From an optimization exercise on the open Yosys and OpenROAD flow, aimed at small area and a short achievable clock period; shortcuts taken in it are not production practice.
The RTL of this run was laid out without a check of its function.

[constraint.sdc]
create_clock -name core_clock -period 33.0 [get_ports {clk}]
set_input_delay 6.6000 -clock core_clock [delete_from_list [all_inputs] [get_ports {clk}]]
set_output_delay 6.6000 -clock core_clock [all_outputs]
set_load 0.01 [all_outputs]
[config.mk]
export PLATFORM = sky130hd
export DESIGN_NAME = sgbm_aggr_right_left
export DESIGN_NICKNAME = sgbm_aggr_right_left
export VERILOG_FILES = /design/flow/design.v
export SDC_FILE = /design/flow/constraint.sdc
export NUM_CORES = 8
export LEC_CHECK = 0
export CAP_MARGIN = 35
export CORE_MARGIN = 2
export CORE_UTILIZATION = 40
export SLEW_MARGIN = 35
[design.v]
`timescale 1ns / 1ns  
`default_nettype none
`timescale 1ns / 1ns  
`default_nettype none
module sgbm_aggr_right_left
(
    input wire                           clk,
    input wire                           rst,
    input wire [128*12-1:0]   i_cost,
    input wire                           i_cost_valid,
    input wire  [8-1:0]        i_min_disp,
    input wire  [8-1:0]        i_max_disp,
    input wire                           i_rst_aggr,
    input wire  [12-1:0]         i_P1,
    input wire  [12-1:0]         i_P2,
    output wire [128*12-1:0]   o_cost,
    output wire                          o_valid,
    output reg                           o_aggr_done
);
localparam D  = 128;
localparam W  = 12;
localparam LG = $clog2(D);
function automatic [W:0] add_rc(input [W-1:0] a, input [W-1:0] b, input cin);
    reg c;
    integer i;
    begin
        c = cin;
        for (i = 0; i < W; i = i + 1) begin
            add_rc[i] = a[i] ^ b[i] ^ c;
            c = (a[i] & b[i]) | (c & (a[i] ^ b[i]));
        end
        add_rc[W] = c;
    end
endfunction
function automatic lt_rc12(input [W-1:0] a, input [W-1:0] b);
    reg c;
    integer i;
    begin
        c = 1'b0;
        for (i = 0; i < W; i = i + 1)
            c = (~a[i] & b[i]) | (~(a[i] & ~b[i]) & c);
        lt_rc12 = c;
    end
endfunction
function automatic lt_rc14(input [13:0] a, input [13:0] b);
    reg c;
    integer i;
    begin
        c = 1'b0;
        for (i = 0; i < 14; i = i + 1)
            c = (~a[i] & b[i]) | (~(a[i] & ~b[i]) & c);
        lt_rc14 = c;
    end
endfunction
function automatic lt_tree12(input [W-1:0] a, input [W-1:0] b);
    reg [15:0] lt, gt;
    integer i, s;
    begin
        lt = 16'b0;
        gt = 16'b0;
        for (i = 0; i < W; i = i + 1) begin
            lt[i] = ~a[i] & b[i];
            gt[i] = a[i] & ~b[i];
        end
        for (s = 1; s < 16; s = s * 2)
            for (i = 0; i + s < 16; i = i + 2 * s) begin
                lt[i] = lt[i+s] | (~gt[i+s] & lt[i]);
                gt[i] = gt[i+s] | (~lt[i+s] & gt[i]);
            end
        lt_tree12 = lt[0];
    end
endfunction
function automatic [W-1:0] add_fast(input [W-1:0] a, input [W-1:0] b);
    reg [15:0] g, p, gg, pp;
    integer i, l;
    begin
        g = 16'b0;
        p = 16'b0;
        for (i = 0; i < W; i = i + 1) begin
            g[i] = a[i] & b[i];
            p[i] = a[i] ^ b[i];
        end
        gg = g;
        pp = p;
        for (l = 0; l < 4; l = l + 1)
            for (i = 0; i < 16; i = i + 1)
                if (i[l]) begin
                    gg[i] = gg[i] | (pp[i] & gg[((i >> l) << l) - 1]);
                    pp[i] = pp[i] & pp[((i >> l) << l) - 1];
                end
        add_fast[0] = p[0];
        for (i = 1; i < W; i = i + 1)
            add_fast[i] = p[i] ^ gg[i-1];
    end
endfunction
function automatic [W-1:0] min2(input [W-1:0] a, input [W-1:0] b, input vb);
    begin
        min2 = (vb & lt_tree12(b, a)) ? b : a;
    end
endfunction
function automatic [W-1:0] min4(input [W-1:0] x0, input [W-1:0] x1, input [W-1:0] x2,
                                input [W-1:0] x3, input v1, input v2, input v3);
    reg c01, c02, c03, c12, c13, c23;
    reg s0, s1, s2, s3;
    begin
        c01 = v1 & lt_tree12(x1, x0);
        c02 = v2 & lt_tree12(x2, x0);
        c03 = v3 & lt_tree12(x3, x0);
        c12 = v2 & lt_tree12(x2, x1);
        c13 = v3 & lt_tree12(x3, x1);
        c23 = v3 & lt_tree12(x3, x2);
        s0 = ~c01 & ~c02 & ~c03;
        s1 = c01 & ~c12 & ~c13;
        s2 = c02 & c12 & ~c23;
        s3 = c03 & c13 & c23;
        min4 = ({W{s0}} & x0) | ({W{s1}} & x1) | ({W{s2}} & x2) | ({W{s3}} & x3);
    end
endfunction
assign o_valid = i_cost_valid;
reg  [0:D-1][W-1:0]  Lp;
reg  [W-1:0]         m_r;
reg  [W-1:0]         P1_r;
reg  [W-1:0]         P2_r;
reg  [8-1:0] R_r;
reg                  cost_valid_d1;
wire [0:D-1][W-1:0]  cost_w;
assign cost_w = i_cost;
wire                 first  = ~cost_valid_d1;
wire [W-1:0]         Delta  = m_r + P2_r;
wire [W:0]           K      = {1'b0, P1_r} - {1'b0, Delta};
wire [W-1:0]         nD     = {W{1'b0}} - Delta;
wire [W-1:0]         Dn     = ~Delta;
wire [D-1:0]         lv;
wire [0:D-1][W-1:0]  L;
genvar d, n;
generate
    for (d = 0; d < D; d = d + 1) begin : g_lane
        assign lv[d] = (d < R_r);
        wire [W-1:0] mbc;
        wire         has_n;
        if (d == 0) begin : g_l0
            assign mbc   = Lp[1];
            assign has_n = lv[1];
        end else if (d == D-1) begin : g_ln
            assign mbc   = Lp[D-2];
            assign has_n = 1'b1;
        end else begin : g_lm
            wire take_r = lv[d+1] & lt_rc12(Lp[d+1], Lp[d-1]);
            assign mbc   = take_r ? Lp[d+1] : Lp[d-1];
            assign has_n = 1'b1;
        end
        wire [W:0]  us = add_rc(Lp[d], Dn, 1'b1);
        wire [W:0]  u  = {~us[W], us[W-1:0]};
        wire [W:0]  vs = add_rc(mbc, K[W-1:0], 1'b0);
        wire [13:0] vn = {K[W] & ~vs[W], K[W] ^ vs[W], vs[W-1:0]};
        wire [13:0] ue     = {u[W], u};
        wire        u_lt_v = ~has_n | lt_rc14({~ue[13], ue[12:0]}, {~vn[13], vn[12:0]});
        wire        take_u = ~first & u_lt_v & u[W];
        wire        take_v = ~first & ~u_lt_v & vn[13];
        wire [W-1:0] t     = ({W{take_u}} & u[W-1:0]) | ({W{take_v}} & vn[W-1:0]) | ({W{first}} & nD);
        assign L[d] = add_fast(cost_w[d], t);
    end
endgenerate
wire [0:63][W-1:0] lv1;
wire [0:31][W-1:0] lv2;
wire [0:15][W-1:0] lv3;
wire [0:3][W-1:0]  lv4;
wire [W-1:0]       minL;
generate
    for (n = 0; n < 64; n = n + 1) begin : g_t1
        assign lv1[n] = min2(L[2*n], L[2*n+1], lv[2*n+1]);
    end
    for (n = 0; n < 32; n = n + 1) begin : g_t2
        assign lv2[n] = min2(lv1[2*n], lv1[2*n+1], lv[4*n+2]);
    end
    for (n = 0; n < 16; n = n + 1) begin : g_t3
        assign lv3[n] = min2(lv2[2*n], lv2[2*n+1], lv[8*n+4]);
    end
    for (n = 0; n < 4; n = n + 1) begin : g_t4
        assign lv4[n] = min4(lv3[4*n], lv3[4*n+1], lv3[4*n+2], lv3[4*n+3],
                             lv[32*n+8], lv[32*n+16], lv[32*n+24]);
    end
endgenerate
assign minL = min4(lv4[0], lv4[1], lv4[2], lv4[3], lv[32], lv[64], lv[96]);
assign o_cost = L;
always @(posedge clk) begin
    Lp            <= L;
    m_r           <= i_cost_valid ? minL : {W{1'b0}};
    P1_r          <= i_P1;
    P2_r          <= i_P2;
    R_r           <= i_max_disp - i_min_disp;
    cost_valid_d1 <= i_cost_valid;
end
always @(posedge clk) begin
    if (rst) begin
        o_aggr_done      <= 1;
    end
    else if (i_rst_aggr) begin
        o_aggr_done      <= 0;
    end
    else if (i_cost_valid==0&&cost_valid_d1==1) begin
        o_aggr_done      <= 1;
    end
end
endmodule
[run.sh]
#!/bin/bash
# synth_recipe.tcl (not shown) runs the flow's synth.tcl, then flattens the netlist and writes it again
# the make line also repeats each setting of config.mk as NAME=value (left out here)
make -C /OpenROAD-flow-scripts/flow DESIGN_CONFIG=/design/flow/config.mk WORK_HOME=/design/flow/orfs CLKGATE_MAP_FILE= SYNTH_SCRIPT=/design/flow/synth_recipe.tcl finish
==> impl_metrics.ini <==
[status]
status = aborted with a tool error
flow.stopped_at = I/O pin placement (3_2_place_iop)
error = [ERROR PPL-0024] Number of IO pins (3118) exceeds maximum number of available positions (3082). Increase the die perimeter from 3394.88um to 4240.48um.

[die]
die_w_um = 848.7
die_y_um = 848.7
row_count = 310
start_util_pct = 40.10

[synth]
yosys.cell_types.count = 142
synth_nets = 41920
syn_inst = 35310
synth_compound_area_share_pct = 29.13
async_reset_ff_share_pct = 0
ys_seq_area_share_pct = 11.10
synth_edf_count = 0
synth-simple-area-share_pct = 12.46
synth_mux_area_share_pct = 3.181
ys_seq_elements = 1582
syn_area_per_cell_sq_um = 8.083
yosysTopAreaCellShare_pct = 23.36
synth_top_family_by_area = adder cells
synth_area_sq_mm = 0.2854
yosysWarnings = 1
synth_area_leaders = fa_1, dfxtp_1, o21ai_0
yosys.area_share.xor_xnor_pct = 2.750
synth_area_leader_cell = fa_1
yosys.area_share.adder_pct = 34.79
synthFlopType = dfxtp_1
-- cells by family after synthesis --
logic type               Yosys count
AO/OA/AOI/OAI                  13120
flip-flops                      1582
buffers and inverters           4879
AND/OR/NAND/NOR                 7809
adder cells (fa/ha/maj)         6164
XOR/XNOR                         893
multiplexers                     867
-- Yosys cell counts, types with 140 or more instances --
cell,count
o21ai_0,4250
inv_1,3872
nand2_1,3415
fa_1,3331
a21oi_1,2940
nor2_1,1701
ha_1,1695
dfxtp_1,1582
maj3_1,1123
o211ai_1,859
clkbuf_1,782
mux2i_1,558
xnor2_1,500
nor3_1,485
o22ai_1,465
nand3_1,448
a31oi_1,446
a21o_1,443
a211oi_1,441
xor2_1,391
nand2b_1,324
a22oi_1,315
mux2_2,297
o31ai_1,280
o21a_1,237
o221ai_1,233
nor2b_1,223
and2_1,214
or2_2,170
a211o_1,166
or3_1,160
a221oi_1,156
and3_1,146
o21bai_1,140
